What follows belongs to an exercise in optimizing a design on an open flow for small area; a production flow would make more cautious choices.
Only simulation tests tie the RTL to the original design; equivalence was not proved.
Power figures rest on the tool's default switching activity, not on a simulated workload.

## flow/design.v (module list and top-level ports; edited modules follow where they fit)
// module I2cExpAndMuxMaster: 176 lines
// module I2cExpAndMuxReqArbiter: 478 lines
// module vfchd_i2cmux: 241 lines
module vfchd_i2cmux (
    input           Clk_ik,
    input           Rst_irq,
    input           IoExpApp12Int_ian,
    input           IoExpApp34Int_ian,
    input           IoExpBstEthInt_ian,
    input           IoExpLosInt_ian,
    input           IoExpBlmInInt_ian,
    output          InitDone_oq,
    output [4:0]    VmeGa_onqb5,
    output          VmeGaP_onq,
    input  [7:0]    Led_ib8,
    output [7:0]    StatusLed_ob8,
    input           GpIo1A2B_i,
    input           EnGpIo1Term_i,
    input           GpIo2A2B_i,
    input           EnGpIo2Term_i,
    input           GpIo34A2B_i,
    input           EnGpIo3Term_i,
    input           EnGpIo4Term_i,
    output          StatusGpIo1A2B_oq,
    output          StatusEnGpIo1Term_oq,
    output          StatusGpIo2A2B_oq,
    output          StatusEnGpIo2Term_oq,
    output          StatusGpIo34A2B_oq,
    output          StatusEnGpIo3Term_oq,
    output          StatusEnGpIo4Term_oq,
    output [7:0]    BlmIn_oqb8,
    output          AppSfp1Present_oq,
    output [15:0]   AppSfp1Id_oq16,
    output          AppSfp1TxFault_oq,
    output          AppSfp1Los_oq,
    input           AppSfp1TxDisable_i,
    input           AppSfp1RateSelect_i,
    output          StatusAppSfp1TxDisable_oq,
    output          StatusAppSfp1RateSelect_oq,
    output          AppSfp2Present_oq,
    output [15:0]   AppSfp2Id_oq16,
    output          AppSfp2TxFault_oq,
    output          AppSfp2Los_oq,
    input           AppSfp2TxDisable_i,
    input           AppSfp2RateSelect_i,
    output          StatusAppSfp2TxDisable_oq,
    output          StatusAppSfp2RateSelect_oq,
    output          AppSfp3Present_oq,
    output [15:0]   AppSfp3Id_oq16,
    output          AppSfp3TxFault_oq,
    output          AppSfp3Los_oq,
    input           AppSfp3TxDisable_i,
    input           AppSfp3RateSelect_i,
    output          StatusAppSfp3TxDisable_oq,
    output          StatusAppSfp3RateSelect_oq,
    output          AppSfp4Present_oq,
    output [15:0]   AppSfp4Id_oq16,
    output          AppSfp4TxFault_oq,
    output          AppSfp4Los_oq,
    input           AppSfp4TxDisable_i,
    input           AppSfp4RateSelect_i,
    output          StatusAppSfp4TxDisable_oq,
    output          StatusAppSfp4RateSelect_oq,
    output          BstSfpPresent_oq,
    output [15:0]   BstSfpId_oq16,
    output          BstSfpTxFault_oq,
    output          BstSfpLos_oq,
    input           BstSfpTxDisable_i,
    input           BstSfpRateSelect_i,
    output          StatusBstSfpTxDisable_oq,
    output          StatusBstSfpRateSelect_oq,
    output          EthSfpPresent_oq,
    output [15:0]   EthSfpId_oq16,
    output          EthSfpTxFault_oq,
    output          EthSfpLos_oq,
    input           EthSfpTxDisable_i,
    input           EthSfpRateSelect_i,
    output          StatusEthSfpTxDisable_oq,
    output          StatusEthSfpRateSelect_oq,
    output          CdrLos_oq,
    output          CdrLol_oq,
  // ...
==> flow/flow/run.sh <==
#!/bin/bash
# Standard ORFS flow (the standard.sh, unchanged synthesis) with smaller port buffers
# and a clock tree of fewer, mid-size buffers.
set -euo pipefail
bash standard.sh \
  BUFFER_PORTS_ARGS="-buffer_cell sky130_fd_sc_hd__buf_1" \
  CTS_ARGS="-sink_clustering_enable -repair_clock_nets -buf_list sky130_fd_sc_hd__clkbuf_8 -sink_clustering_size 16 -sink_clustering_max_diameter 60 -dont_use_dummy_load" \
  finish > standard_flow.log 2>&1
==> flow/standard.sh <==
#!/bin/bash
# synth_recipe.tcl (not shown) runs the flow's synth.tcl, then flattens the netlist and writes it again
# the make line also repeats each setting of config.mk as NAME=value (left out here)
make -C /OpenROAD-flow-scripts/flow DESIGN_CONFIG=/design/flow/config.mk WORK_HOME=/design/flow/orfs CLKGATE_MAP_FILE= SYNTH_SCRIPT=/design/flow/synth_recipe.tcl "${@:-finish}"
==> flow/config.mk <==
export PLATFORM = sky130hd
export DESIGN_NAME = vfchd_i2cmux
export DESIGN_NICKNAME = vfchd_i2cmux
export VERILOG_FILES = /design/flow/design.v
export SDC_FILE = /design/flow/constraint.sdc
export NUM_CORES = 4
export LEC_CHECK = 0
export CAP_MARGIN = 20
export CORE_MARGIN = 2
export CORE_UTILIZATION = 60
export SLEW_MARGIN = 20
==> flow/constraint.sdc <==
create_clock -name core_clock -period 10.0 [get_ports {Clk_ik}]
set_input_delay 2.0000 -clock core_clock [delete_from_list [all_inputs] [get_ports {Clk_ik}]]
set_output_delay 2.0000 -clock core_clock [all_outputs]
set_load 0.01 [all_outputs]
==> run summary, run 1 <==
Reg clk slew, reported paths: 0.09 ns
Critical R2R Launch: i_Master.State_qb4[0]
Count leader, synth: edfxtp_1
Final Max Tran Viols: 0
CP Class: input port to register
Post-synthesis sequential area ratio: 0.609
Simple-gate share of the synthesized area: 0.153
Unrepaired setup endpoints after global routing: false
Max reg flops: 32
Core Util, Final: 0.677
Inserted Clock Buffers: 29
Post-Syn Instances: 1442
Status: complete, no violations
Largest regs: i_Arbiter.GlobalConfigReg_q32: 32 flops, i_Arbiter.BlmInMuteOthersCnt_c24: 24 flops
Design area: 0.0176 sq mm
CTS Buffer Depth: 3
Most common cell after layout, fill and taps aside: buf_1
Multi-input combinational area share: 0.326
TritonCTS Sinks: 372
Post-Place Worst Slack: 5.44 ns
GRT busiest layer: met2
Max FO, Critical Path: 18
Max VDD drop: 0.000123 V
Hold EP: i_Arbiter.IoExpLosInt_x3[1]
Nonclk inv count: 37
Total Routing Usage GR: 0.296
Hold depth: 0
Most flops, register: i_Arbiter.GlobalConfigReg_q32
Critical Path End: i_Arbiter.I2cAccReqMask_b8[0]
Die ar.: 0.0279 sq mm
Main synth FF type: edfxtp_1
YS warnings: 2
CTS tree: done
Placed inst area: 0.0172 sq mm
Max layer used: met4
Seq/total area: 0.550
Top Ports: 296
Sequential share of power: 0.554
Int Pwr: 0.00239 W
Leak Pwr: 6.03 nW
Nets@finish: 1809
Tcrit/Tclk final: 0.399
Hold_sp: i_Arbiter.IoExpLosInt_x3[0]
Area grow syn2layout: 10.6%
CP Capture Type: register
==> module I2cExpAndMuxReqArbiter, before the edit <==
module I2cExpAndMuxReqArbiter
#(  parameter g_IdWaitWidth   = 24)
(
    input             Clk_ik,
    input             Rst_irq,
    output reg        IoExpWrReq_oq,
    input             IoExpWrOn_i,
    output reg        IoExpRdReq_oq,
    input             IoExpRdOn_i,
    output reg  [2:0] IoExpAddr_oqb3,
    output reg  [1:0] IoExpRegAddr_oqb2,
    output reg  [7:0] IoExpData_oqb8,
    output reg        I2cSlaveWrReq_oq,
    input             I2cSlaveWrOn_i,
    output reg        I2cSlaveRdReq_oq,
    input             I2cSlaveRdOn_i,
    output reg  [3:0] I2cTarget_oqb4,        
    output reg  [7:0] I2cSlaveRegAddr_oqb8,
    output reg  [7:0] I2cSlaveByte_oqb8,
    input             MasterBusy_i,
    input             MasterTrnDone_i,
    input             MasterNewByteRead_ip,
    input       [7:0] MasterByteOut_ib8,
    input             IoExpApp12Int_ian,
    input             IoExpApp34Int_ian,
    input             IoExpBstEthInt_ian,
    input             IoExpLosInt_ian,
    input             IoExpBlmInInt_ian,
    output reg        InitDone_oq,
    output reg  [4:0] VmeGa_onqb5,
    output reg        VmeGaP_onq,
    input       [7:0] Led_ib8,
    output reg  [7:0] StatusLed_ob8,
    input             GpIo1A2B_i,
    input             EnGpIo1Term_i,
    input             GpIo2A2B_i,
    input             EnGpIo2Term_i,
    input             GpIo34A2B_i,
    input             EnGpIo3Term_i,
    input             EnGpIo4Term_i,
    output reg        StatusGpIo1A2B_oq,
    output reg        StatusEnGpIo1Term_oq,
    output reg        StatusGpIo2A2B_oq,
    output reg        StatusEnGpIo2Term_oq,
    output reg        StatusGpIo34A2B_oq,
    output reg        StatusEnGpIo3Term_oq,
    output reg        StatusEnGpIo4Term_oq,
    output reg  [7:0] BlmIn_oqb8,
    output reg        AppSfp1Present_oq,
    output reg [15:0] AppSfp1Id_oq16,
    output reg        AppSfp1TxFault_oq,
    output reg        AppSfp1Los_oq,
    input             AppSfp1TxDisable_i,
    input             AppSfp1RateSelect_i,
    output reg        StatusAppSfp1TxDisable_oq,
    output reg        StatusAppSfp1RateSelect_oq,
    output reg        AppSfp2Present_oq,
    output reg [15:0] AppSfp2Id_oq16,
    output reg        AppSfp2TxFault_oq,
    output reg        AppSfp2Los_oq,
    input             AppSfp2TxDisable_i,
    input             AppSfp2RateSelect_i,
    output reg        StatusAppSfp2TxDisable_oq,
    output reg        StatusAppSfp2RateSelect_oq,
    output reg        AppSfp3Present_oq,
    output reg [15:0] AppSfp3Id_oq16,
    output reg        AppSfp3TxFault_oq,
    output reg        AppSfp3Los_oq,
    input             AppSfp3TxDisable_i,
    input             AppSfp3RateSelect_i,
    output reg        StatusAppSfp3TxDisable_oq,
    output reg        StatusAppSfp3RateSelect_oq,
    output reg        AppSfp4Present_oq,
    output reg [15:0] AppSfp4Id_oq16,
    output reg        AppSfp4TxFault_oq,
    output reg        AppSfp4Los_oq,
    input             AppSfp4TxDisable_i,
    input             AppSfp4RateSelect_i,
    output reg        StatusAppSfp4TxDisable_oq,
    output reg        StatusAppSfp4RateSelect_oq,
    output reg        BstSfpPresent_oq,
    output reg [15:0] BstSfpId_oq16,
    output reg        BstSfpTxFault_oq,
    output reg        BstSfpLos_oq,
    input             BstSfpTxDisable_i,
    input             BstSfpRateSelect_i,
    output reg        StatusBstSfpTxDisable_oq,
    output reg        StatusBstSfpRateSelect_oq,
    output reg        EthSfpPresent_oq,
    output reg [15:0] EthSfpId_oq16,
    output reg        EthSfpTxFault_oq,
    output reg        EthSfpLos_oq,
    input             EthSfpTxDisable_i,
    input             EthSfpRateSelect_i,
    output reg        StatusEthSfpTxDisable_oq,
    output reg        StatusEthSfpRateSelect_oq,
    output reg        CdrLos_oq,
    output reg        CdrLol_oq,
    input              I2cWbCyc_i,
    input              I2cWbStb_i,
    input              I2cWbWe_i,
    input       [11:0] I2cWbAdr_ib12,
    input        [7:0] I2cWbDat_ib8,
    output  reg  [7:0] I2cWbDat_ob8,
    output  reg        I2cWbAck_o,
    input              WbCyc_i,
    input              WbStb_i,
    input              WbWe_i,
    input       [31:0] WbDat_ib32,
    output      [31:0] WbDat_oqb32,
    output  reg        WbAck_oa
);
localparam  s_Idle            = 6'b010000,
            s_GaRead          = 6'b000011,
            s_BlmInRead       = 6'b000110,
            s_LosRead         = 6'b000111,
            s_GpioWrite       = 6'b001100,
            s_GpioSetMode     = 6'b011100,
            s_LedWrite        = 6'b001101,
            s_LedSetMode      = 6'b011101,
            s_BstEthWrite     = 6'b001010,
            s_BstEthSetMode   = 6'b011010,
            s_App1App2Write   = 6'b001000,
            s_App1App2SetMode = 6'b011000,
            s_App3App4Write   = 6'b001001,
            s_App3App4SetMode = 6'b011001,
            s_BstEthRead      = 6'b000010,
            s_App1App2Read    = 6'b000000,
            s_App3App4Read    = 6'b000001,
            s_App1ReadId1     = 6'b100000,
            s_App2ReadId1     = 6'b100001,
            s_App3ReadId1     = 6'b100010,
            s_App4ReadId1     = 6'b100011,
            s_BstReadId1      = 6'b100100,
            s_EthReadId1      = 6'b100101,
            s_App1ReadId2     = 6'b101000,
            s_App2ReadId2     = 6'b101001,
            s_App3ReadId2     = 6'b101010,
            s_App4ReadId2     = 6'b101011,
            s_BstReadId2      = 6'b101100,
            s_EthReadId2      = 6'b101101;
reg [31:0] GlobalConfigReg_q32;
always @(posedge Clk_ik)
    if (Rst_irq) begin
        GlobalConfigReg_q32 <= 32'h0003_D090;
        WbAck_oa            <= 1'b0;
    end else begin
        if (WbCyc_i && WbWe_i && WbStb_i) GlobalConfigReg_q32 <= WbDat_ib32;
        WbAck_oa <= WbStb_i && WbCyc_i;
    end
assign WbDat_oqb32 = GlobalConfigReg_q32;
wire        a_BlmInI2cIntDisable       = GlobalConfigReg_q32[28];
wire        a_LosI2cIntDisable         = GlobalConfigReg_q32[27];
wire        a_BstEthSfpI2cIntDisable   = GlobalConfigReg_q32[26];
wire        a_AppSfp34I2cIntDisable    = GlobalConfigReg_q32[25];
wire        a_AppSfp12I2cIntDisable    = GlobalConfigReg_q32[24];
wire [23:0] a_BlmInMuteOthersTime_b24  = GlobalConfigReg_q32[23:0];
wire        a_BlmInI2cIntTimeOutEnable = |a_BlmInMuteOthersTime_b24;
reg [5:0] State_q, NextState_a;
reg       Enter_q;       
reg AppSfp12ExpWrReqMask, AppSfp34ExpWrReqMask, BstEthSfpExpWrReqMask, GpioExpWrReqMask, LedExpWrReqMask,
    AppSfp12ExpRdReqMask, AppSfp34ExpRdReqMask, BstEthSfpExpRdReqMask, LosExRdReqMask, BlmInRdReqMask;
reg [7:0] I2cAccReqMask_b8;
reg [23:0] BlmInMuteOthersCnt_c24;
reg PreAppSfp1Present_q, PreAppSfp2Present_q, PreAppSfp3Present_q, PreAppSfp4Present_q,
    PreEthSfpPresent_q, PreBstSfpPresent_q;
reg MasterTrnDone_p;
reg [2:0] IoExpApp12Int_x3, IoExpApp34Int_x3, IoExpBstEthInt_x3, IoExpLosInt_x3, IoExpBlmInInt_x3;
reg [g_IdWaitWidth-1:0] WaitCounter_c;
localparam [23:0] c_WaitTaps = (g_IdWaitWidth == 2) ? 24'h000003 :
                                (g_IdWaitWidth == 3) ? 24'h000006 :
                                (g_IdWaitWidth == 4) ? 24'h00000c :
                                (g_IdWaitWidth == 5) ? 24'h000014 :
                                (g_IdWaitWidth == 6) ? 24'h000030 :
                                (g_IdWaitWidth == 7) ? 24'h000060 :
                                (g_IdWaitWidth == 8) ? 24'h0000b8 :
                                (g_IdWaitWidth == 9) ? 24'h000110 :
                                (g_IdWaitWidth == 10) ? 24'h000240 :
                                (g_IdWaitWidth == 11) ? 24'h000500 :
                                (g_IdWaitWidth == 12) ? 24'h000829 :
                                (g_IdWaitWidth == 13) ? 24'h00100d :
                                (g_IdWaitWidth == 14) ? 24'h002015 :
                                (g_IdWaitWidth == 15) ? 24'h006000 :
                                (g_IdWaitWidth == 16) ? 24'h00d008 :
                                (g_IdWaitWidth == 17) ? 24'h012000 :
                                (g_IdWaitWidth == 18) ? 24'h020400 :
                                (g_IdWaitWidth == 19) ? 24'h040023 :
                                (g_IdWaitWidth == 20) ? 24'h090000 :
                                (g_IdWaitWidth == 21) ? 24'h140000 :
                                (g_IdWaitWidth == 22) ? 24'h300000 :
                                (g_IdWaitWidth == 23) ? 24'h420000 :
                                (g_IdWaitWidth == 24) ? 24'he10000 : 24'h000000;
wire WaitZero = ~|WaitCounter_c;
wire WaitLast = &WaitCounter_c;
wire [g_IdWaitWidth-1:0] WaitNext = WaitZero ? {{(g_IdWaitWidth-1){1'b1}}, 1'b0} :
                                    WaitLast ? {g_IdWaitWidth{1'b0}} :
                                    {WaitCounter_c[g_IdWaitWidth-2:0], ^(WaitCounter_c & c_WaitTaps[g_IdWaitWidth-1:0])};
always @(posedge Clk_ik) begin
    IoExpApp12Int_x3  <= {IoExpApp12Int_x3 [1:0], IoExpApp12Int_ian};
    IoExpApp34Int_x3  <= {IoExpApp34Int_x3 [1:0], IoExpApp34Int_ian};
    IoExpBstEthInt_x3 <= {IoExpBstEthInt_x3[1:0], IoExpBstEthInt_ian};
    IoExpLosInt_x3    <= {IoExpLosInt_x3   [1:0], IoExpLosInt_ian};
    IoExpBlmInInt_x3  <= {IoExpBlmInInt_x3 [1:0], IoExpBlmInInt_ian};
end
wire BlmInRdReq        = ~BlmInRdReqMask        && ~(IoExpBlmInInt_x3[2]  || a_BlmInI2cIntDisable);
wire AppSfp12ExpRdReq  = ~AppSfp12ExpRdReqMask  && ~(IoExpApp12Int_x3[2]  || a_AppSfp12I2cIntDisable);
wire AppSfp34ExpRdReq  = ~AppSfp34ExpRdReqMask  && ~(IoExpApp34Int_x3[2]  || a_AppSfp34I2cIntDisable);
wire BstEthSfpExpRdReq = ~BstEthSfpExpRdReqMask && ~(IoExpBstEthInt_x3[2] || a_BstEthSfpI2cIntDisable);
wire LosExRdReq        = ~LosExRdReqMask        && ~(IoExpLosInt_x3[2]    || a_LosI2cIntDisable);
wire AppSfp12ExpWrReq  = ~AppSfp12ExpWrReqMask  && (AppSfp1TxDisable_i^StatusAppSfp1TxDisable_oq) || (AppSfp1RateSelect_i^StatusAppSfp1RateSelect_oq) || (AppSfp2TxDisable_i^StatusAppSfp2TxDisable_oq) || (AppSfp2RateSelect_i^StatusAppSfp2RateSelect_oq);
wire AppSfp34ExpWrReq  = ~AppSfp34ExpWrReqMask  && (AppSfp3TxDisable_i^StatusAppSfp3TxDisable_oq) || (AppSfp3RateSelect_i^StatusAppSfp3RateSelect_oq) || (AppSfp4TxDisable_i^StatusAppSfp4TxDisable_oq) || (AppSfp4RateSelect_i^StatusAppSfp4RateSelect_oq);
wire BstEthSfpExpWrReq = ~BstEthSfpExpWrReqMask && (BstSfpTxDisable_i^StatusBstSfpTxDisable_oq) || (BstSfpRateSelect_i^StatusBstSfpRateSelect_oq) || (EthSfpTxDisable_i^StatusEthSfpTxDisable_oq) || (EthSfpRateSelect_i^StatusEthSfpRateSelect_oq);
wire GpioExpWrReq      = ~GpioExpWrReqMask      && (GpIo1A2B_i^StatusGpIo1A2B_oq || EnGpIo1Term_i^StatusEnGpIo1Term_oq || GpIo2A2B_i^StatusGpIo2A2B_oq || EnGpIo2Term_i^StatusEnGpIo2Term_oq || GpIo34A2B_i^StatusGpIo34A2B_oq || EnGpIo3Term_i^StatusEnGpIo3Term_oq || EnGpIo4Term_i^StatusEnGpIo4Term_oq);
wire LedExpWrReq       = ~LedExpWrReqMask       && (Led_ib8 != StatusLed_ob8);
wire       WbReq = I2cWbCyc_i && I2cWbStb_i && ~I2cWbAck_o &&
                   ~(I2cWbAdr_ib12[11:10] == 2'b11 && I2cWbAdr_ib12[8]);
wire [2:0] WbIface = (I2cWbAdr_ib12[11:10] == 2'b11) ? {2'b11, ~I2cWbAdr_ib12[9]} : I2cWbAdr_ib12[11:9];
wire [7:0] I2cAccReq_b8 = {8{WbReq}} & (8'b1 << WbIface) & ~I2cAccReqMask_b8;    
wire AnyReq = BlmInRdReq || AppSfp12ExpRdReq || AppSfp34ExpRdReq || BstEthSfpExpRdReq || LosExRdReq ||
              AppSfp12ExpWrReq || AppSfp34ExpWrReq || BstEthSfpExpWrReq || GpioExpWrReq || LedExpWrReq ||
              |I2cAccReq_b8;
always @(posedge Clk_ik) MasterTrnDone_p <= MasterTrnDone_i;
wire StIoExp = ~State_q[5];
wire StId    = State_q[5] & ~State_q[4];
wire StWb    = State_q[5] &  State_q[4];
wire StIdle  = State_q == s_Idle;
wire [2:0] Iface = State_q[2:0];
always @* begin
    NextState_a = State_q;
    if (StWb) begin
        if (~(I2cWbCyc_i && I2cWbStb_i)) NextState_a = s_Idle;
    end else if (StIdle) begin
        if (~MasterBusy_i) begin
            if (~InitDone_oq) NextState_a = s_GaRead;
            else if (|BlmInMuteOthersCnt_c24) begin
                if ((BlmInMuteOthersCnt_c24 == a_BlmInMuteOthersTime_b24) && BlmInRdReq) NextState_a = s_BlmInRead;
            end else begin
                if (BlmInRdReq && ~a_BlmInI2cIntTimeOutEnable) NextState_a = s_BlmInRead;
                else if (AppSfp12ExpRdReq ) NextState_a = s_App1App2Read;
                else if (AppSfp34ExpRdReq ) NextState_a = s_App3App4Read;
                else if (BstEthSfpExpRdReq) NextState_a = s_BstEthRead;
                else if (LosExRdReq       ) NextState_a = s_LosRead;
                else if (AppSfp12ExpWrReq ) NextState_a = s_App1App2Write;
                else if (AppSfp34ExpWrReq ) NextState_a = s_App3App4Write;
                else if (BstEthSfpExpWrReq) NextState_a = s_BstEthWrite;
                else if (GpioExpWrReq     ) NextState_a = s_GpioWrite;
                else if (LedExpWrReq      ) NextState_a = s_LedWrite;
                else if (|I2cAccReq_b8    ) NextState_a = {2'b11, I2cWbWe_i, WbIface};
            end
        end
    end else if (MasterTrnDone_p) case (State_q)
        s_GaRead          : NextState_a = s_BlmInRead;
        s_BlmInRead       : NextState_a = InitDone_oq ? s_Idle : s_LosRead;
        s_LosRead         : NextState_a = InitDone_oq ? s_Idle : s_GpioWrite;
        s_GpioWrite       : NextState_a = InitDone_oq ? s_Idle : s_GpioSetMode;
        s_GpioSetMode     : NextState_a = InitDone_oq ? s_Idle : s_LedWrite;
        s_LedWrite        : NextState_a = InitDone_oq ? s_Idle : s_LedSetMode;
        s_LedSetMode      : NextState_a = InitDone_oq ? s_Idle : s_BstEthWrite;
        s_BstEthWrite     : NextState_a = InitDone_oq ? s_Idle : s_BstEthSetMode;
        s_BstEthSetMode   : NextState_a = InitDone_oq ? s_Idle : s_App1App2Write;
        s_App1App2Write   : NextState_a = InitDone_oq ? s_Idle : s_App1App2SetMode;
        s_App1App2SetMode : NextState_a = InitDone_oq ? s_Idle : s_App3App4Write;
        s_App3App4Write   : NextState_a = InitDone_oq ? s_Idle : s_App3App4SetMode;
        s_App3App4SetMode : NextState_a = InitDone_oq ? s_Idle : s_BstEthRead;
        s_BstEthRead      : if      (PreBstSfpPresent_q && ~BstSfpPresent_oq) NextState_a = s_BstReadId1;
                            else if (PreEthSfpPresent_q && ~EthSfpPresent_oq) NextState_a = s_EthReadId1;
                            else NextState_a = InitDone_oq ? s_Idle : s_App1App2Read;
        s_BstReadId1      : NextState_a = s_BstReadId2;
        s_BstReadId2      : if (PreEthSfpPresent_q && ~EthSfpPresent_oq) NextState_a = s_EthReadId1;
                            else NextState_a = InitDone_oq ? s_Idle : s_App1App2Read;
        s_EthReadId1      : NextState_a = s_EthReadId2;
        s_EthReadId2      : NextState_a = InitDone_oq ? s_Idle : s_App1App2Read;
        s_App1App2Read    : if      (PreAppSfp1Present_q && ~AppSfp1Present_oq) NextState_a = s_App1ReadId1;
                            else if (PreAppSfp2Present_q && ~AppSfp2Present_oq) NextState_a = s_App2ReadId1;
                            else NextState_a = InitDone_oq ? s_Idle : s_App3App4Read;
        s_App1ReadId1     : NextState_a = s_App1ReadId2;
        s_App1ReadId2     : if (PreAppSfp2Present_q && ~AppSfp2Present_oq) NextState_a = s_App2ReadId1;
                            else NextState_a = InitDone_oq ? s_Idle : s_App3App4Read;
        s_App2ReadId1     : NextState_a = s_App2ReadId2;
        s_App2ReadId2     : NextState_a = InitDone_oq ? s_Idle : s_App3App4Read;
        s_App3App4Read    : if      (PreAppSfp3Present_q && ~AppSfp3Present_oq) NextState_a = s_App3ReadId1;
                            else if (PreAppSfp4Present_q && ~AppSfp4Present_oq) NextState_a = s_App4ReadId1;
                            else NextState_a = s_Idle;
        s_App3ReadId1     : NextState_a = s_App3ReadId2;
        s_App3ReadId2     : if (PreAppSfp4Present_q && ~AppSfp4Present_oq) NextState_a = s_App4ReadId1;
                            else NextState_a = s_Idle;
        s_App4ReadId1     : NextState_a = s_App4ReadId2;
        s_App4ReadId2     : NextState_a = s_Idle;
        default           : ;
    endcase
end
always @(posedge Clk_ik) State_q <= Rst_irq ? s_Idle : NextState_a;
wire MuteActive = |BlmInMuteOthersCnt_c24;
wire GoReq = (BlmInRdReq && ~a_BlmInI2cIntTimeOutEnable) || AppSfp12ExpRdReq || AppSfp34ExpRdReq ||
             BstEthSfpExpRdReq || LosExRdReq || AppSfp12ExpWrReq || AppSfp34ExpWrReq ||
             BstEthSfpExpWrReq || GpioExpWrReq || LedExpWrReq || |I2cAccReq_b8;
wire IdleGo = ~MasterBusy_i && (~InitDone_oq ||
              (MuteActive ? (BlmInMuteOthersCnt_c24 == a_BlmInMuteOthersTime_b24) && BlmInRdReq : GoReq));
always @(posedge Clk_ik) Enter_q <= StIdle ? IdleGo : StWb ? ~(I2cWbCyc_i && I2cWbStb_i) : MasterTrnDone_p;
always @(posedge Clk_ik) begin
        if (StIoExp && ~StIdle) begin
            IoExpAddr_oqb3    <= State_q[2:0];
            IoExpRegAddr_oqb2 <= State_q[4:3];
        end
        if (StIoSm && State_q[2:1] != 2'b10) IoExpData_oqb8 <= 8'b10011001;    
        if (Enter_q) case (State_q)
            s_GpioWrite:     IoExpData_oqb8 <= {1'b0, EnGpIo4Term_i, EnGpIo3Term_i, EnGpIo2Term_i, EnGpIo1Term_i, GpIo34A2B_i, GpIo2A2B_i, GpIo1A2B_i};
            s_GpioSetMode,
            s_LedSetMode:    IoExpData_oqb8 <= 8'b0;
            s_LedWrite:      IoExpData_oqb8 <= ~Led_ib8;
            s_BstEthWrite:   IoExpData_oqb8 <= {1'b0, EthSfpRateSelect_i, EthSfpTxDisable_i, 2'b0, BstSfpRateSelect_i, BstSfpTxDisable_i, 1'b0};
            s_App1App2Write: IoExpData_oqb8 <= {1'b0, AppSfp2RateSelect_i, AppSfp2TxDisable_i, 2'b0, AppSfp1RateSelect_i, AppSfp1TxDisable_i, 1'b0};
            s_App3App4Write: IoExpData_oqb8 <= {1'b0, AppSfp4RateSelect_i, AppSfp4TxDisable_i, 2'b0, AppSfp3RateSelect_i, AppSfp3TxDisable_i, 1'b0};
            default: ;
        endcase
        if (StId) begin
            I2cTarget_oqb4       <= {Iface[2], Iface[2] ? {1'b0, Iface[0]} : Iface[1:0], 1'b0};
            I2cSlaveRegAddr_oqb8 <= {7'b0, State_q[3]};
        end
        if (StWb) begin
            I2cTarget_oqb4       <= {Iface, I2cWbAdr_ib12[8]};
            I2cSlaveRegAddr_oqb8 <= I2cWbAdr_ib12[7:0];
        end
        if (StWbWr) I2cSlaveByte_oqb8 <= I2cWbDat_ib8;
end
wire NBR = MasterNewByteRead_ip;
wire [7:0] B = MasterByteOut_ib8;
wire Done     = MasterTrnDone_p;
wire StIoRd   = StIoExp && State_q[4:3] == 2'b00;
wire StIoWr   = StIoExp && State_q[4:3] == 2'b01;
wire StIoSm   = StIoExp && State_q[4:3] == 2'b11;
wire StId1    = StId && ~State_q[3];
wire StId2    = StId &&  State_q[3];
wire StWbRd   = StWb && ~State_q[3];
wire StWbWr   = StWb &&  State_q[3];
wire [7:0] Br = B & {8{~Rst_irq}};                   
wire [7:0] Bz = B & {8{~(Rst_irq | StIoRd)}};        
wire       Pz = ~(Rst_irq | StIoRd);                 
wire [7:0] Dr = IoExpData_oqb8 & {8{~Rst_irq}};
wire RdApp12  = State_q == s_App1App2Read && NBR;
wire RdApp34  = State_q == s_App3App4Read && NBR;
wire RdBstEth = State_q == s_BstEthRead   && NBR;
wire ClrApp1 = RdApp12  && B[3];
wire ClrApp2 = RdApp12  && B[7];
wire ClrApp3 = RdApp34  && B[3];
wire ClrApp4 = RdApp34  && B[7];
wire ClrBst  = RdBstEth && B[3];
wire ClrEth  = RdBstEth && B[7];
wire [5:0] LdId1 = {6{StId1 && NBR}} & (6'b1 << Iface);    
wire [5:0] LdId2 = {6{StId2 && NBR}} & (6'b1 << Iface);
always @(posedge Clk_ik) begin
    if (Rst_irq || ClrApp1 || LdId1[0]) AppSfp1Id_oq16[7:0]  <= Bz;
    if (Rst_irq || ClrApp2 || LdId1[1]) AppSfp2Id_oq16[7:0]  <= Bz;
    if (Rst_irq || ClrApp3 || LdId1[2]) AppSfp3Id_oq16[7:0]  <= Bz;
    if (Rst_irq || ClrApp4 || LdId1[3]) AppSfp4Id_oq16[7:0]  <= Bz;
    if (Rst_irq || ClrBst  || LdId1[4]) BstSfpId_oq16[7:0]   <= Bz;
    if (Rst_irq || ClrEth  || LdId1[5]) EthSfpId_oq16[7:0]   <= Bz;
    if (Rst_irq || ClrApp1 || LdId2[0]) begin AppSfp1Id_oq16[15:8] <= Bz; AppSfp1Present_oq <= Pz; end
    if (Rst_irq || ClrApp2 || LdId2[1]) begin AppSfp2Id_oq16[15:8] <= Bz; AppSfp2Present_oq <= Pz; end
    if (Rst_irq || ClrApp3 || LdId2[2]) begin AppSfp3Id_oq16[15:8] <= Bz; AppSfp3Present_oq <= Pz; end
    if (Rst_irq || ClrApp4 || LdId2[3]) begin AppSfp4Id_oq16[15:8] <= Bz; AppSfp4Present_oq <= Pz; end
    if (Rst_irq || ClrBst  || LdId2[4]) begin BstSfpId_oq16[15:8]  <= Bz; BstSfpPresent_oq  <= Pz; end
    if (Rst_irq || ClrEth  || LdId2[5]) begin EthSfpId_oq16[15:8]  <= Bz; EthSfpPresent_oq  <= Pz; end
    if (Rst_irq || RdApp12) begin
        AppSfp1TxFault_oq <= Br[0]; PreAppSfp1Present_q <= ~B[3] & ~Rst_irq;
        AppSfp2TxFault_oq <= Br[4]; PreAppSfp2Present_q <= ~B[7] & ~Rst_irq;
    end
    if (Rst_irq || RdApp34) begin
        AppSfp3TxFault_oq <= Br[0]; PreAppSfp3Present_q <= ~B[3] & ~Rst_irq;
        AppSfp4TxFault_oq <= Br[4]; PreAppSfp4Present_q <= ~B[7] & ~Rst_irq;
    end
    if (Rst_irq || RdBstEth) begin
        BstSfpTxFault_oq <= Br[0]; PreBstSfpPresent_q <= ~B[3] & ~Rst_irq;
        EthSfpTxFault_oq <= Br[4]; PreEthSfpPresent_q <= ~B[7] & ~Rst_irq;
    end
    if (Rst_irq || (State_q == s_GaRead && NBR)) {VmeGaP_onq, VmeGa_onqb5} <= Br[5:0];
    if (Rst_irq || (State_q == s_BlmInRead && NBR)) BlmIn_oqb8 <= Br;
    if (Rst_irq || (State_q == s_LosRead && NBR))
        {CdrLol_oq, CdrLos_oq, EthSfpLos_oq, BstSfpLos_oq, AppSfp4Los_oq, AppSfp3Los_oq, AppSfp2Los_oq, AppSfp1Los_oq} <= {B[7] | Rst_irq, Br[6:0]};
    if (Rst_irq || (State_q == s_GpioWrite && Done))
        {StatusEnGpIo4Term_oq, StatusEnGpIo3Term_oq, StatusEnGpIo2Term_oq, StatusEnGpIo1Term_oq, StatusGpIo34A2B_oq, StatusGpIo2A2B_oq, StatusGpIo1A2B_oq} <= Dr[6:0];
    if (Rst_irq || (State_q == s_LedWrite && Done)) StatusLed_ob8 <= ~IoExpData_oqb8 & {8{~Rst_irq}};
    if (Rst_irq || (State_q == s_BstEthWrite && Done))
        {StatusEthSfpRateSelect_oq, StatusEthSfpTxDisable_oq, StatusBstSfpRateSelect_oq, StatusBstSfpTxDisable_oq} <= {Dr[6:5], Dr[2:1]};
    if (Rst_irq || (State_q == s_App1App2Write && Done))
        {StatusAppSfp2RateSelect_oq, StatusAppSfp2TxDisable_oq, StatusAppSfp1RateSelect_oq, StatusAppSfp1TxDisable_oq} <= {Dr[6:5], Dr[2:1]};
    if (Rst_irq || State_q == s_App3App4Write)
        {StatusAppSfp4RateSelect_oq, StatusAppSfp4TxDisable_oq, StatusAppSfp3RateSelect_oq, StatusAppSfp3TxDisable_oq} <= {Dr[6:5], Dr[2:1]};
    if (StWbRd && NBR) I2cWbDat_ob8 <= B;
end
wire App4IdPending = PreAppSfp4Present_q && ~AppSfp4Present_oq;
wire App3IdPending = PreAppSfp3Present_q && ~AppSfp3Present_oq;
wire InitEnd = Done && ((State_q == s_App3App4Read && ~App3IdPending && ~App4IdPending) ||
                        (State_q == s_App3ReadId2  && ~App4IdPending) ||
                         State_q == s_App4ReadId2);
always @(posedge Clk_ik) begin
    if (Rst_irq) begin
        InitDone_oq                <= 1'b0;
        IoExpWrReq_oq              <= 1'b0;
        IoExpRdReq_oq              <= 1'b0;
        I2cSlaveWrReq_oq           <= 1'b0;
        I2cSlaveRdReq_oq           <= 1'b0;
        BlmInRdReqMask             <= 1'b0;
        AppSfp12ExpRdReqMask       <= 1'b0;
        AppSfp34ExpRdReqMask       <= 1'b0;
        BstEthSfpExpRdReqMask      <= 1'b0;
        LosExRdReqMask             <= 1'b0;
        AppSfp12ExpWrReqMask       <= 1'b0;
        AppSfp34ExpWrReqMask       <= 1'b0;
        BstEthSfpExpWrReqMask      <= 1'b0;
        GpioExpWrReqMask           <= 1'b0;
        LedExpWrReqMask            <= 1'b0;
        I2cAccReqMask_b8           <= 8'b0;
        BlmInMuteOthersCnt_c24     <= 24'h0;
        I2cWbAck_o                 <= 1'b0;
        WaitCounter_c              <= {g_IdWaitWidth{1'b0}};
    end else begin
        if (InitEnd) InitDone_oq <= 1'b1;
        if (State_q == s_BlmInRead || ~InitDone_oq || ~a_BlmInI2cIntTimeOutEnable) BlmInMuteOthersCnt_c24 <= 24'h0;
        else if (|BlmInMuteOthersCnt_c24 || BlmInRdReq) BlmInMuteOthersCnt_c24 <= BlmInMuteOthersCnt_c24 + 1'b1;
        if (StIdle) begin
            I2cWbAck_o    <= 1'b0;
            WaitCounter_c <= {g_IdWaitWidth{1'b0}};
            if (~AnyReq) begin
                BlmInRdReqMask        <= 1'b0;
                AppSfp12ExpRdReqMask  <= 1'b0;
                AppSfp34ExpRdReqMask  <= 1'b0;
                BstEthSfpExpRdReqMask <= 1'b0;
                LosExRdReqMask        <= 1'b0;
                AppSfp12ExpWrReqMask  <= 1'b0;
                AppSfp34ExpWrReqMask  <= 1'b0;
                BstEthSfpExpWrReqMask <= 1'b0;
                GpioExpWrReqMask      <= 1'b0;
                LedExpWrReqMask       <= 1'b0;
                I2cAccReqMask_b8      <= 8'b0;
            end
        end
        case (State_q)
        s_BlmInRead:     BlmInRdReqMask        <= ~a_BlmInI2cIntTimeOutEnable;
        s_LosRead:       LosExRdReqMask        <= 1'b1;
        s_GpioWrite:     GpioExpWrReqMask      <= 1'b1;
        s_LedWrite:      LedExpWrReqMask       <= 1'b1;
        s_BstEthWrite:   BstEthSfpExpWrReqMask <= 1'b1;
        s_App1App2Write: AppSfp12ExpWrReqMask  <= 1'b1;
        s_App3App4Write: AppSfp34ExpWrReqMask  <= 1'b1;
        s_BstEthRead:    BstEthSfpExpRdReqMask <= 1'b1;
        s_App1App2Read:  AppSfp12ExpRdReqMask  <= 1'b1;
        s_App3App4Read:  AppSfp34ExpRdReqMask  <= 1'b1;
        default: ;
        endcase
        if (StIoRd) begin
            if (Enter_q) IoExpRdReq_oq <= 1'b1;
            else if (IoExpRdOn_i) IoExpRdReq_oq <= 1'b0;
        end
        if (StIoWr || StIoSm) begin
            if (Enter_q) IoExpWrReq_oq <= 1'b1;
            else if (IoExpWrOn_i) IoExpWrReq_oq <= 1'b0;
        end
        if (StId1 && (Enter_q || ~WaitZero)) WaitCounter_c <= WaitNext;
        if (StId1) begin
            if (WaitLast) I2cSlaveRdReq_oq <= 1'b1;
            else if (I2cSlaveRdOn_i) I2cSlaveRdReq_oq <= 1'b0;
        end
        if (StWb) begin
            I2cAccReqMask_b8[Iface] <= 1'b1;
            if (Done) I2cWbAck_o <= 1'b1;
        end
        if (StWbWr) begin
            if (Enter_q) I2cSlaveWrReq_oq <= 1'b1;
            else if (I2cSlaveWrOn_i) I2cSlaveWrReq_oq <= 1'b0;
        end
        if (StId2 || StWbRd) begin
            if (Enter_q) I2cSlaveRdReq_oq <= 1'b1;
            else if (I2cSlaveRdOn_i) I2cSlaveRdReq_oq <= 1'b0;
        end
    end
end
endmodule
==> inputs of run 2 (changes only) <==
--- a/flow/design.v
+++ b/flow/design.v
@@ -403,77 +403,62 @@
 wire StWb    = State_q[5] &  State_q[4];
 wire StIdle  = State_q == s_Idle;
 wire [2:0] Iface = State_q[2:0];
+wire MuteActive = |BlmInMuteOthersCnt_c24;
+wire GoReq = (BlmInRdReq && ~a_BlmInI2cIntTimeOutEnable) || AppSfp12ExpRdReq || AppSfp34ExpRdReq ||
+             BstEthSfpExpRdReq || LosExRdReq || AppSfp12ExpWrReq || AppSfp34ExpWrReq ||
+             BstEthSfpExpWrReq || GpioExpWrReq || LedExpWrReq || |I2cAccReq_b8;
+wire IdleGo = ~MasterBusy_i && (~InitDone_oq ||
+              (MuteActive ? (BlmInMuteOthersCnt_c24 == a_BlmInMuteOthersTime_b24) && BlmInRdReq : GoReq));
+wire [5:0] Pend = {PreEthSfpPresent_q  && ~EthSfpPresent_oq,  PreBstSfpPresent_q  && ~BstSfpPresent_oq,
+                   PreAppSfp4Present_q && ~AppSfp4Present_oq, PreAppSfp3Present_q && ~AppSfp3Present_oq,
+                   PreAppSfp2Present_q && ~AppSfp2Present_oq, PreAppSfp1Present_q && ~AppSfp1Present_oq};
+wire       PairFirst = ~State_q[5];                          
+wire [2:0] PairBase  = StId ? {Iface[2:1], 1'b0} :
+                       (State_q[1] ? 3'd4 : {1'b0, State_q[0], 1'b0});    
 always @* begin
     NextState_a = State_q;
     if (StWb) begin
         if (~(I2cWbCyc_i && I2cWbStb_i)) NextState_a = s_Idle;
     end else if (StIdle) begin
-        if (~MasterBusy_i) begin
+        if (IdleGo) begin
             if (~InitDone_oq) NextState_a = s_GaRead;
-            else if (|BlmInMuteOthersCnt_c24) begin
-                if ((BlmInMuteOthersCnt_c24 == a_BlmInMuteOthersTime_b24) && BlmInRdReq) NextState_a = s_BlmInRead;
-            end else begin
-                if (BlmInRdReq && ~a_BlmInI2cIntTimeOutEnable) NextState_a = s_BlmInRead;
-                else if (AppSfp12ExpRdReq ) NextState_a = s_App1App2Read;
-                else if (AppSfp34ExpRdReq ) NextState_a = s_App3App4Read;
-                else if (BstEthSfpExpRdReq) NextState_a = s_BstEthRead;
-                else if (LosExRdReq       ) NextState_a = s_LosRead;
-                else if (AppSfp12ExpWrReq ) NextState_a = s_App1App2Write;
-                else if (AppSfp34ExpWrReq ) NextState_a = s_App3App4Write;
-                else if (BstEthSfpExpWrReq) NextState_a = s_BstEthWrite;
-                else if (GpioExpWrReq     ) NextState_a = s_GpioWrite;
-                else if (LedExpWrReq      ) NextState_a = s_LedWrite;
-                else if (|I2cAccReq_b8    ) NextState_a = {2'b11, I2cWbWe_i, WbIface};
-            end
+            else if (MuteActive || (BlmInRdReq && ~a_BlmInI2cIntTimeOutEnable)) NextState_a = s_BlmInRead;
+            else if (AppSfp12ExpRdReq ) NextState_a = s_App1App2Read;
+            else if (AppSfp34ExpRdReq ) NextState_a = s_App3App4Read;
+            else if (BstEthSfpExpRdReq) NextState_a = s_BstEthRead;
+            else if (LosExRdReq       ) NextState_a = s_LosRead;
+            else if (AppSfp12ExpWrReq ) NextState_a = s_App1App2Write;
+            else if (AppSfp34ExpWrReq ) NextState_a = s_App3App4Write;
+            else if (BstEthSfpExpWrReq) NextState_a = s_BstEthWrite;
+            else if (GpioExpWrReq     ) NextState_a = s_GpioWrite;
+            else if (LedExpWrReq      ) NextState_a = s_LedWrite;
+            else                        NextState_a = {2'b11, I2cWbWe_i, WbIface};
         end
-    end else if (MasterTrnDone_p) case (State_q)
-        s_GaRead          : NextState_a = s_BlmInRead;
-        s_BlmInRead       : NextState_a = InitDone_oq ? s_Idle : s_LosRead;
-        s_LosRead         : NextState_a = InitDone_oq ? s_Idle : s_GpioWrite;
-        s_GpioWrite       : NextState_a = InitDone_oq ? s_Idle : s_GpioSetMode;
-        s_GpioSetMode     : NextState_a = InitDone_oq ? s_Idle : s_LedWrite;
-        s_LedWrite        : NextState_a = InitDone_oq ? s_Idle : s_LedSetMode;
-        s_LedSetMode      : NextState_a = InitDone_oq ? s_Idle : s_BstEthWrite;
-        s_BstEthWrite     : NextState_a = InitDone_oq ? s_Idle : s_BstEthSetMode;
-        s_BstEthSetMode   : NextState_a = InitDone_oq ? s_Idle : s_App1App2Write;
-        s_App1App2Write   : NextState_a = InitDone_oq ? s_Idle : s_App1App2SetMode;
-        s_App1App2SetMode : NextState_a = InitDone_oq ? s_Idle : s_App3App4Write;
-        s_App3App4Write   : NextState_a = InitDone_oq ? s_Idle : s_App3App4SetMode;
-        s_App3App4SetMode : NextState_a = InitDone_oq ? s_Idle : s_BstEthRead;
-        s_BstEthRead      : if      (PreBstSfpPresent_q && ~BstSfpPresent_oq) NextState_a = s_BstReadId1;
-                            else if (PreEthSfpPresent_q && ~EthSfpPresent_oq) NextState_a = s_EthReadId1;
-                            else NextState_a = InitDone_oq ? s_Idle : s_App1App2Read;
-        s_BstReadId1      : NextState_a = s_BstReadId2;
-        s_BstReadId2      : if (PreEthSfpPresent_q && ~EthSfpPresent_oq) NextState_a = s_EthReadId1;
-                            else NextState_a = InitDone_oq ? s_Idle : s_App1App2Read;
-        s_EthReadId1      : NextState_a = s_EthReadId2;
-        s_EthReadId2      : NextState_a = InitDone_oq ? s_Idle : s_App1App2Read;
-        s_App1App2Read    : if      (PreAppSfp1Present_q && ~AppSfp1Present_oq) NextState_a = s_App1ReadId1;
-                            else if (PreAppSfp2Present_q && ~AppSfp2Present_oq) NextState_a = s_App2ReadId1;
-                            else NextState_a = InitDone_oq ? s_Idle : s_App3App4Read;
-        s_App1ReadId1     : NextState_a = s_App1ReadId2;
-        s_App1ReadId2     : if (PreAppSfp2Present_q && ~AppSfp2Present_oq) NextState_a = s_App2ReadId1;
-                            else NextState_a = InitDone_oq ? s_Idle : s_App3App4Read;
-        s_App2ReadId1     : NextState_a = s_App2ReadId2;
-        s_App2ReadId2     : NextState_a = InitDone_oq ? s_Idle : s_App3App4Read;
-        s_App3App4Read    : if      (PreAppSfp3Present_q && ~AppSfp3Present_oq) NextState_a = s_App3ReadId1;
-                            else if (PreAppSfp4Present_q && ~AppSfp4Present_oq) NextState_a = s_App4ReadId1;
-                            else NextState_a = s_Idle;
-        s_App3ReadId1     : NextState_a = s_App3ReadId2;
-        s_App3ReadId2     : if (PreAppSfp4Present_q && ~AppSfp4Present_oq) NextState_a = s_App4ReadId1;
-                            else NextState_a = s_Idle;
-        s_App4ReadId1     : NextState_a = s_App4ReadId2;
-        s_App4ReadId2     : NextState_a = s_Idle;
-        default           : ;
-    endcase
+    end else if (MasterTrnDone_p) begin
+        if (StId && ~State_q[3]) NextState_a = State_q | 6'b001000;           
+        else if (StId || State_q == s_BstEthRead || State_q == s_App1App2Read || State_q == s_App3App4Read) begin
+            if (PairFirst && Pend[PairBase]) NextState_a = {3'b100, PairBase};
+            else if ((PairFirst || ~Iface[0]) && Pend[PairBase | 3'd1]) NextState_a = {3'b100, PairBase | 3'd1};
+            else NextState_a = (InitDone_oq || PairBase == 3'd2) ? s_Idle : (PairBase[2] ? s_App1App2Read : s_App3App4Read);
+        end else case (State_q)
+            s_GaRead          : NextState_a = s_BlmInRead;
+            s_BlmInRead       : NextState_a = InitDone_oq ? s_Idle : s_LosRead;
+            s_LosRead         : NextState_a = InitDone_oq ? s_Idle : s_GpioWrite;
+            s_GpioWrite       : NextState_a = InitDone_oq ? s_Idle : s_GpioSetMode;
+            s_GpioSetMode     : NextState_a = InitDone_oq ? s_Idle : s_LedWrite;
+            s_LedWrite        : NextState_a = InitDone_oq ? s_Idle : s_LedSetMode;
+            s_LedSetMode      : NextState_a = InitDone_oq ? s_Idle : s_BstEthWrite;
+            s_BstEthWrite     : NextState_a = InitDone_oq ? s_Idle : s_BstEthSetMode;
+            s_BstEthSetMode   : NextState_a = InitDone_oq ? s_Idle : s_App1App2Write;
+            s_App1App2Write   : NextState_a = InitDone_oq ? s_Idle : s_App1App2SetMode;
+            s_App1App2SetMode : NextState_a = InitDone_oq ? s_Idle : s_App3App4Write;
+            s_App3App4Write   : NextState_a = InitDone_oq ? s_Idle : s_App3App4SetMode;
+            s_App3App4SetMode : NextState_a = InitDone_oq ? s_Idle : s_BstEthRead;
+            default           : ;
+        endcase
+    end
 end
 always @(posedge Clk_ik) State_q <= Rst_irq ? s_Idle : NextState_a;
-wire MuteActive = |BlmInMuteOthersCnt_c24;
-wire GoReq = (BlmInRdReq && ~a_BlmInI2cIntTimeOutEnable) || AppSfp12ExpRdReq || AppSfp34ExpRdReq ||
-             BstEthSfpExpRdReq || LosExRdReq || AppSfp12ExpWrReq || AppSfp34ExpWrReq ||
-             BstEthSfpExpWrReq || GpioExpWrReq || LedExpWrReq || |I2cAccReq_b8;
-wire IdleGo = ~MasterBusy_i && (~InitDone_oq ||
-              (MuteActive ? (BlmInMuteOthersCnt_c24 == a_BlmInMuteOthersTime_b24) && BlmInRdReq : GoReq));
 always @(posedge Clk_ik) Enter_q <= StIdle ? IdleGo : StWb ? ~(I2cWbCyc_i && I2cWbStb_i) : MasterTrnDone_p;
 always @(posedge Clk_ik) begin
         if (StIoExp && ~StIdle) begin
==> flow/flow/run.sh (replaced) <==
#!/bin/bash
# Standard ORFS flow (the standard.sh, unchanged synthesis) with smaller port buffers
# and a clock tree of fewer, mid-size buffers.
set -euo pipefail
bash standard.sh \
  BUFFER_PORTS_ARGS="-buffer_cell sky130_fd_sc_hd__buf_1" \
  CTS_ARGS="-sink_clustering_enable -repair_clock_nets -buf_list sky130_fd_sc_hd__clkbuf_8 -sink_clustering_size 18 -sink_clustering_max_diameter 60 -dont_use_dummy_load" \
  finish > standard_flow.log 2>&1
--- a/flow/config.mk
+++ b/flow/config.mk
@@ -7,5 +7,5 @@
 export LEC_CHECK = 0
 export CAP_MARGIN = 20
 export CORE_MARGIN = 2
-export CORE_UTILIZATION = 60
+export CORE_UTILIZATION = 70
 export SLEW_MARGIN = 20
==> run summary, run 2 <==
Die width: 154 um
Most common cell after layout, fill and taps aside: buf_1
Post-synthesis sequential area ratio: 0.613 (+0.00481)
# diodes: 0
H-Tree Depth: 1
Final GP Congestion: 0.968
Unrepaired setup endpoints after global routing: false
Clock Root Buffer: clkbuf_8
Hold_sp: i_Arbiter.IoExpApp12Int_x3[1]
CTS-repair resized insts: 0
Largest regs: i_Arbiter.GlobalConfigReg_q32: 32 flops, i_Arbiter.BlmInMuteOthersCnt_c24: 24 flops
Worst path cell trace: clkbuf_4 > buf_4 > nor2_1 > o22ai_1
YS warnings: 2 (unchanged)
CTS Buffer Depth: 3 (unchanged)
Vias in the first global route: 11300
Tmin final: 4.15 ns
Leak Pwr: 6.01 nW (-0.27%)
R2R Path End: i_Arbiter.BlmInRdReqMask
Max reg flops: 32 (unchanged)
Initial Utilization: 0.705
DRC: 0
Sw power: 0.00108 W
Inserted Clock Buffers: 27 (-6.9%)
Synthesis-stage register bit count: 372
Grt ovf: 0
Post-Syn Instances: 1419 (-1.6%)
WL final: 39300 um
Max FO, Critical Path: 72 (+54)
Int Pwr: 0.00233 W (-2.4%)
Largest cells by area after synthesis: edfxtp_1 43%, dfxtp_1 18%, nand2_1 3.7%
Tcrit/Tclk final: 0.415 (+0.0160)
Setup TNS: 0 ns
Crit path largest cell delay: 0.93 ns
Fmax: 241 MHz
Sw Ratio: 0.316
CP Class: input port to register
Clock power frac: 0.199
Comb power frac: 0.227
Critical Path End: i_Arbiter.AppSfp2Id_oq16[10]
Die height: 154 um
Max Cap Violations: 0
Critical path launch point type: input port
Sequential share of power: 0.574 (+0.020)
Final HPWL from detailed placement: 28600 um
Top Ports: 296 (unchanged)
Design area: 0.0174 sq mm (-1.2%)
Area of the mapped netlist: 0.0158 sq mm
Synth cell count leaders: 226 x edfxtp_1, 154 x nand2_1, 146 x dfxtp_1, 141 x nor2_1, 87 x a21oi_1
Worst min path class: register to register
Share of the synthesized area in the top cell type: 0.429
Largest net degree at the start of global routing: 73
Count leader, synth: edfxtp_1
Final Skew: 0.0935 ns
TritonCTS Sinks: 372 (unchanged)
Final ANT Viol Nets: 0
CP Capture Type: register
Synth Area per Inst: 11.2 sq um
Post-synth EDFFs: 226
Max VDD drop: 0.000160 V (+29%)
Die ar.: 0.0238 sq mm (-15%)
IO Port Bufs: 295
Drt initial violations: 1278
PD cells: 196 mW/mm^2
Worst Reg-to-Reg Cells: 7
Via count: 12100
FFs w/ async S/R, synth: 0
Total Routing Usage GR: 0.322 (+0.0263)
CP arrival: 4.40 ns
Drt pass-1 iters: 7
Wire per inst: 20.1 um
Post-synthesis cell type count: 78
Reg clk slew, reported paths: 0.11 ns (+0.02 ns)
Share of layout cells above drive strength 1: 0.0462
Most frequent cells in the layout: 294 x buf_1, 226 x edfxtp_1, 154 x nand2_1
Antenna violations before repair: 0
Nets@finish: 1782 (-1.5%)
CTS tree: done
Setup Viol. Count Final: 0
First-pass GRT wire length: 60500 um
Via/cell ratio: 6.19
Placed inst area: 0.0170 sq mm (-1.2%)
Area grow syn2layout: 10.2%
Clock Latency Late Sink: 0.63 ns
Synth area leader: edfxtp_1
WP data required: 10.25 ns
Final Max Tran Viols: 0 (unchanged)
Status: complete, no violations
Post CTS Setup Buffer Count: 0
Worst slew margin: 0.263
CORE AREA: 0.0224 sq mm
Row count: 55
Most flops, register: i_Arbiter.GlobalConfigReg_q32
R2R setup slack: 6.23 ns
Critical R2R Launch: i_Arbiter.State_q[1]
Tightest Pin Transition: 1.11 ns
CP startpoint: Rst_irq
Main synth FF type: edfxtp_1
CTS Hold Bufs: 0
Post-Synthesis Net Count: 1531
Fin. Hold Viols: 0
Slowest CP cell: o22ai_1
run 2: cell types whose count changed after synthesis, sizes merged, moves of 7 or more:
cell,previous run,this run
a21oi,103,87
nor4,22,29
xor2,35,49
nor2,123,141
a31oi,28,19
nand4,21,13
xnor2,53,37
run 2: metal layers:
layer,track usage,part of all wire,up-vias
met5,0,0,-
met3,0.0471,0.081,100
met2,0.545,0.49,609
met1,0.437,0.40,5746
li1,-,-,5636
met4,0.101,0.029,0
run 2: final cells by class:
type / instances / area [sq um]
Multi-Input combinational cell: 935 / 5700
Clock buffer: 27 / 372
Tap cell: 285 / 357
Inverter: 29 / 109
Timing Repair Buffer: 305 / 1190
Fill cell: 1532 / 5000
Sequential cell: 372 / 9710
run 2: worst min path at each step:
| stage | depth (start not counted) | end | slack [ns] |
|---|---|---|---|
| 6_report | 0 | i_Arbiter.IoExpApp12Int_x3[2] | 0.33 |
| 5_1_grt | 0 | i_Arbiter.IoExpBlmInInt_x3[1] | 0.34 |
| 4_1_cts | 0 | i_Arbiter.IoExpApp12Int_x3[2] | 0.34 |
| 3_5_place_dp | 0 | i_Arbiter.IoExpApp12Int_x3[1] | 0.31 |
| 3_3_place_gp | 0 | i_Arbiter.IoExpApp34Int_x3[2] | 0.31 |
| 2_1_floorplan | 0 | i_Arbiter.IoExpApp12Int_x3[1] | 0.31 |
run 2: logic make-up after synthesis:
group                      after synthesis  synth area share
xor gates and xnor gates                86            0.0476
and+or+nand+nor                        519             0.156
buffers and inverters                  112            0.0284
adders and majority gates               19            0.0149
DFF                                    372             0.613
AOI/OAI and AO/OA                      280             0.114
muxes                                   31            0.0255
run 2: power groups by stage:
stage | clock network, W | registers (W) | logic [W]
after floorplan | 0 | 0.00193 | 0.000575
after global placement | 0 | 0.00198 | 0.000739
after detailed placement | 0 | 0.00199 | 0.000757
after CTS | 0.000684 | 0.00195 | 0.000761
after global routing | 0.000734 | 0.00198 | 0.000846
final | 0.000678 | 0.00196 | 0.000774
run 2: through the flow:
step | total power (W) | hold WS (ns) | util | setup WS (ns) | std cells
2_1_floorplan | 0.00251 | 0.310 | - | 6.15 | 1419
5_1_grt | 0.00356 | 0.343 | 0.777 | 5.72 | 1953
4_1_cts | 0.00340 | 0.335 | 0.776 | 5.94 | 1952
3_3_place_gp | 0.00272 | 0.311 | 0.759 | 5.41 | 1925
3_5_place_dp | 0.00275 | 0.312 | 0.759 | 5.29 | 1925
6_report | 0.00341 | 0.332 | 0.777 | 5.85 | 1953
run 2: critical path, delay by kind of cell:
| kind | cells | cell delay, ns |
|---|---|---|
| AO/OA/AOI/OAI | 1 | 0.93 |
| AND/OR/NAND/NOR | 1 | 0.38 |
| buffers and inverters | 2 | 1.01 |
==> inputs of run 3 (changes only) <==
==> flow/flow/run.sh (replaced) <==
#!/bin/bash
# Standard ORFS flow (the standard.sh, unchanged synthesis) with smaller port buffers
# and a clock tree of fewer, mid-size buffers.
set -euo pipefail
bash standard.sh \
  BUFFER_PORTS_ARGS="-buffer_cell sky130_fd_sc_hd__buf_1" \
  CTS_ARGS="-sink_clustering_enable -repair_clock_nets -buf_list sky130_fd_sc_hd__clkbuf_8 -sink_clustering_size 16 -sink_clustering_max_diameter 60 -dont_use_dummy_load" \
  finish > standard_flow.log 2>&1
--- a/flow/config.mk
+++ b/flow/config.mk
@@ -7,5 +7,5 @@
 export LEC_CHECK = 0
 export CAP_MARGIN = 20
 export CORE_MARGIN = 2
-export CORE_UTILIZATION = 70
+export CORE_UTILIZATION = 80
 export SLEW_MARGIN = 20
==> run summary, run 3 <==
Most frequent cells in the layout: 294 x buf_1, 226 x edfxtp_1, 154 x nand2_1
IO Port Bufs: 295 (unchanged)
Row count: 51 (-7.3%)
WL met3: 6380 um (+100%)
Setup TNS: 0 ns (unchanged)
Max VDD drop: 0.000202 V (+27%)
DRC: 0 (unchanged)
Placed inst area: 0.0170 sq mm (about the same)
H-Tree Depth: 1 (unchanged)
WP data required: 10.23 ns (-0.02 ns)
Tmin final: 4.27 ns (+0.113 ns)
Post-Place Worst Slack: 5.27 ns (-0.0215 ns)
Antenna violations before repair: 1 (+1)
Fin. Hold Viols: 0 (unchanged)
Main synth FF type: edfxtp_1
Final ANT Viol Nets: 0 (unchanged)
Met2 routed WL: 23600 um (+22%)
Max reg flops: 32 (unchanged)
Synth cell count leaders: 226 x edfxtp_1, 154 x nand2_1, 146 x dfxtp_1, 141 x nor2_1, 87 x a21oi_1
Final worst slack: 5.73 ns (-0.113 ns)
Die height: 145 um (-6.3%)
Setup Viol. Count Final: 0 (unchanged)
Die ar.: 0.0209 sq mm (-12%)
YS warnings: 2 (unchanged)
Worst min path class: register to register
Post-synthesis sequential area ratio: 0.613 (unchanged)
Wire per inst: 25.2 um (+25%)
CP Class: input port to register
Grt ovf: 0 (unchanged)
Most flops, register: i_Arbiter.GlobalConfigReg_q32
Synthesis-stage register bit count: 372 (unchanged)
Largest regs: i_Arbiter.GlobalConfigReg_q32: 32 flops, i_Arbiter.BlmInMuteOthersCnt_c24: 24 flops
CTS tree: done
Fillers: 836 (-45%)
Max layer used: met4
Total Routing Usage GR: 0.471 (+0.149)
WL final: 48800 um (+24%)
Worst slew margin: 0.244 (-0.0189)
TritonCTS Sinks: 372 (unchanged)
WHS: 0.295 ns (-0.0374 ns)
Most common cell after layout, fill and taps aside: buf_1
Area grow syn2layout: 10.1% (about the same)
CTS Hold Bufs: 0 (unchanged)
Post-Syn Instances: 1419 (unchanged)
Final GP Congestion: 0.975 (+0.70%)
Drt initial violations: 2211 (+73%)
Nets@finish: 1784 (+0.11%)
Clock Latency Late Sink: 0.60 ns (-0.03 ns)
Top Ports: 296 (unchanged)
Synth area leader: edfxtp_1
Post-synth EDFFs: 226 (unchanged)
Via/cell ratio: 7.07 (+14%)
Post CTS Setup Buffer Count: 0 (unchanged)
Tightest Pin Transition: 1.13 ns (+0.0283 ns)
Status: complete, no violations
Die width: 145 um (-6.3%)
Largest net degree at the start of global routing: 61 (-16%)
Power Total: 0.00353 W (+3.6%)
Max FO, Critical Path: 60 (-17%)
First-pass GRT wire length: 74000 um (+22%)
Max Cap Violations: 0 (unchanged)
Final Max Tran Viols: 0 (unchanged)
Vias in the first global route: 13300 (+17%)
Share of the synthesized area in the top cell type: 0.429 (unchanged)
Critical path launch point type: input port
Final Skew: 0.0732 ns (-0.0203 ns)
CP arrival: 4.49 ns (+0.09 ns)
Area of the mapped netlist: 0.0158 sq mm (unchanged)
CTS-repair resized insts: 0 (unchanged)
Share of layout cells above drive strength 1: 0.0473 (+0.00114)
Leak Pwr: 6.02 nW (+0.18%)
Initial Utilization: 0.813 (+0.108)
CTS Buffer Depth: 3 (unchanged)
Tcrit/Tclk final: 0.427 (+0.0113)
Fmax: 234 MHz (-2.7%)
Post-synthesis cell type count: 78 (unchanged)
Unrepaired setup endpoints after global routing: false
Final HPWL from detailed placement: 32300 um (+13%)
Largest cells by area after synthesis: edfxtp_1 43%, dfxtp_1 18%, nand2_1 3.7%
Via count: 13700 (+13%)
CORE AREA: 0.0195 sq mm (-13%)
Drt pass-1 iters: 9 (+2)
CP Capture Type: register
Clock Root Buffer: clkbuf_8
Design area: 0.0174 sq mm (about the same)
Post-Synthesis Net Count: 1531 (unchanged)
Metal-1 WL: 15400 um (-1.9%)
FFs w/ async S/R, synth: 0 (unchanged)
PD cells: 203 mW/mm^2 (+3.7%)
Synth Area per Inst: 11.2 sq um (unchanged)
Reg clk slew, reported paths: 0.10 ns (about the same)
Inserted Clock Buffers: 27 (unchanged)
Count leader, synth: edfxtp_1
[run 3: cell families after synthesis]
logic type,count (synthesis),share of synthesized area
AOI/OAI and AO/OA,280,0.114
and+or+nand+nor,519,0.156
DFF,372,0.613
muxes,31,0.0255
buffers and inverters,112,0.0284
xor gates and xnor gates,86,0.0476
adders and majority gates,19,0.0149
[run 3: final cells by class]
class / count / area, sq um / area share
Antenna cell: 1 / 2.50 / 0.000144
Inverter: 29 / 109 / 0.00625
Tap cell: 265 / 332 / 0.0190
Timing Repair Buffer: 307 / 1200 / 0.0691
Sequential cell: 372 / 9710 / 0.557
Multi-Input combinational cell: 935 / 5700 / 0.327
Clock buffer: 27 / 372 / 0.0213
[run 3: per-layer routing]
layer,GRT usage,vias to the layer above
met4,0.238,0
li1,-,5650
met2,0.771,1431
met5,0.0326,-
met1,0.551,6212
met3,0.166,385
[run 3: worst paths after layout]
check                                       end  cells after the start                           from  slack [ns]
setup / recovery    i_Arbiter.AppSfp1Id_oq16[7]                      4                        Rst_irq        5.73
hold / removal    i_Arbiter.IoExpBlmInInt_x3[2]                      0  i_Arbiter.IoExpBlmInInt_x3[1]        0.30
setup reg to reg    i_Arbiter.AppSfp1Id_oq16[7]                      6          i_Master.State_qb4[1]        5.97
hold reg to reg   i_Arbiter.IoExpBlmInInt_x3[2]                      0  i_Arbiter.IoExpBlmInInt_x3[1]        0.30
[run 3: worst max-delay path: stages]
cell,delay (ns)
clkbuf_4,0.45
buf_4,0.63
nor2_1,0.34
o22ai_1,0.95
[run 3: stage by stage]
| step | std cells | utilization |
|---|---|---|
| after CTS | 1934 | 0.893 |
| after global placement | 1907 | 0.874 |
| final | 1936 | 0.895 |
| after global routing | 1936 | 0.895 |
| after floorplan | 1419 | - |
| after detailed placement | 1907 | 0.874 |
[run 3: power by group]
part,switching [W],internal (W)
clock network,0.000456,0.000242
registers,0.000178,0.00181
logic,0.000563,0.000288
total,0.00120,0.00234
==> inputs of run 4 (changes only) <==
--- a/flow/config.mk
+++ b/flow/config.mk
@@ -7,5 +7,5 @@
 export LEC_CHECK = 0
 export CAP_MARGIN = 20
 export CORE_MARGIN = 2
-export CORE_UTILIZATION = 80
+export CORE_UTILIZATION = 70
 export SLEW_MARGIN = 20
==> run summary, run 4 <==
Status: complete, no violations
First-pass GRT wire length: 60600 um (-18%)
Synth area leader: edfxtp_1
Post-synthesis cell type count: 78 (unchanged)
CP Capture Type: register
CP arrival: 4.36 ns (-0.13 ns)
Largest cells by area after synthesis: edfxtp_1 43%, dfxtp_1 18%, nand2_1 3.7%
Hold depth: 0 (unchanged)
Max reg flops: 32 (unchanged)
Die ar.: 0.0238 sq mm (+14%)
Total Routing Usage GR: 0.322 (-0.148)
CTS tree: done
Final Skew: 0.0828 ns (+0.00964 ns)
Worst Reg-to-Reg Cells: 7 (+1)
Slowest CP cell: o22ai_1
Max VDD drop: 0.000133 V (-34%)
Synth Area in XOR/XNOR: 0.0476 (unchanged)
Placed inst area: 0.0170 sq mm (about the same)
Mux contribution to synthesized area: 0.0255 (unchanged)
CTS-repair resized insts: 0 (unchanged)
Setup TNS: 0 ns (unchanged)
Synthesis-stage register bit count: 372 (unchanged)
Main synth FF type: edfxtp_1
Fmax: 242 MHz (+3.3%)
Most flops, register: i_Arbiter.GlobalConfigReg_q32
Fillers: 1531 (+83%)
Nets@finish: 1784 (unchanged)
Area grow syn2layout: 10.3%
Compound-Gate Fraction of Synth Area: 0.114 (unchanged)
CTS Buffer Depth: 3 (unchanged)
Post-Synth Adder-Cell Area: 0.0149 (unchanged)
Synth Area per Inst: 11.2 sq um (unchanged)
Post-synth EDFFs: 226 (unchanged)
Final Max Tran Viols: 0 (unchanged)
Worst path cell trace: clkbuf_4 > buf_4 > nor2_1 > o22ai_1
Via count: 12000 (-12%)
Simple-gate share of the synthesized area: 0.156 (unchanged)
Area of the mapped netlist: 0.0158 sq mm (unchanged)
Crit path largest cell delay: 0.90 ns (-0.05 ns)
Post CTS Setup Buffer Count: 0 (unchanged)
Count leader, synth: edfxtp_1
Design area: 0.0175 sq mm (+0.20%)
Wire per inst: 20.2 um (-20%)
H-Tree Depth: 1 (unchanged)
Largest family of logic cells by synthesized area: simple AND/OR/NAND/NOR gates
# diodes: 0 (-1)
Final GP Congestion: 0.968 (-0.70%)
Drt pass-1 iters: 5 (-4)
CORE AREA: 0.0224 sq mm (+15%)
run 4: metal layers:
layer / up-vias / GRT usage / wire length, um
li1: 5637 / - / -
met2: 545 / 0.547 / 19700
met3: 79 / 0.0488 / 3030
met1: 5788 / 0.439 / 15800
met5: - / 0 / 0
met4: 0 / 0.0917 / 915
run 4: metrics by stage:
step | util | std cells | hold slack (ns) | power [W] | setup slack [ns]
floorplan | - | 1419 | 0.310 | 0.00251 | 6.15
global placement | 0.759 | 1925 | 0.311 | 0.00272 | 5.41
detailed placement | 0.759 | 1925 | 0.312 | 0.00275 | 5.29
CTS | 0.777 | 1954 | 0.333 | 0.00342 | 5.92
global route | 0.778 | 1955 | 0.340 | 0.00358 | 5.72
finish | 0.778 | 1955 | 0.332 | 0.00343 | 5.87
run 4: power breakdown:
| part | leakage [nW] | switching, W | internal [W] |
|---|---|---|---|
| clock network | 0.209 | 0.000442 | 0.000258 |
| registers | 3.40 | 0.000153 | 0.00181 |
| logic | 2.42 | 0.000489 | 0.000284 |
run 4: path summary, 6_finish.rpt:
path                            slack (ns)                             end                            from
worst max-delay path                  5.87    i_Arbiter.AppSfp2Id_oq16[13]                         Rst_irq
worst min-delay path                  0.33  i_Arbiter.IoExpBstEthInt_x3[2]  i_Arbiter.IoExpBstEthInt_x3[1]
worst max register to register        6.25        i_Arbiter.BlmInRdReqMask            i_Arbiter.State_q[1]
worst min register to register        0.33  i_Arbiter.IoExpBstEthInt_x3[2]  i_Arbiter.IoExpBstEthInt_x3[1]
run 4: critical path, delay by kind of cell:
family | cells | cell delay, ns
AO/OA/AOI/OAI | 1 | 0.90
buffers and inverters | 2 | 1.02
AND/OR/NAND/NOR | 1 | 0.37
run 4: cells by family (layout without fill, tap and decap cells):
| logic type | Yosys count | after routing |
|---|---|---|
| AOI/OAI and AO/OA | 280 | 280 |
| adders and majority gates | 19 | 19 |
| muxes | 31 | 31 |
| and+or+nand+nor | 519 | 519 |
| DFF | 372 | 372 |
| buffers and inverters | 112 | 363 |
| xor gates and xnor gates | 86 | 86 |
run 4: cell type report:
cell class                      count  area (sq um)  share of cell area
Inverter                           29           109             0.00623
Sequential cell                   372          9710               0.556
Tap cell                          285           357              0.0204
Multi-Input combinational cell    935          5700               0.326
Clock buffer                       29           399              0.0229
Timing Repair Buffer              305          1190              0.0681

[what the ideal ports hide]
The flow's constraints put no driver on any port. The routed layouts listed below were extracted and timed again, unchanged, in two steps.
Step 1: set_driving_cell puts a clkbuf_16 on Clk_ik and a buf_2 on each other input, an assumption about the parent block.
Step 2 also shifts input and output timing later by t, the mid clock arrival at the registers, as if the neighbouring blocks saw the same clock.
Three values: ideal, step 1, step 2; two values: the first two.
| run | t (ns) | setup slack, ns |
|---|---|---|
| run 1 | 0.621 | 6.008 / 6.023 / 5.403 |
| run 2 | 0.621 | 5.848 / 5.862 / 5.240 |
| run 3 | 0.615 | 5.734 / 5.733 / 5.118 |
| run 4 | 0.621 | 5.871 / 5.887 / 5.267 |
After both steps every run listed still meets setup and hold.
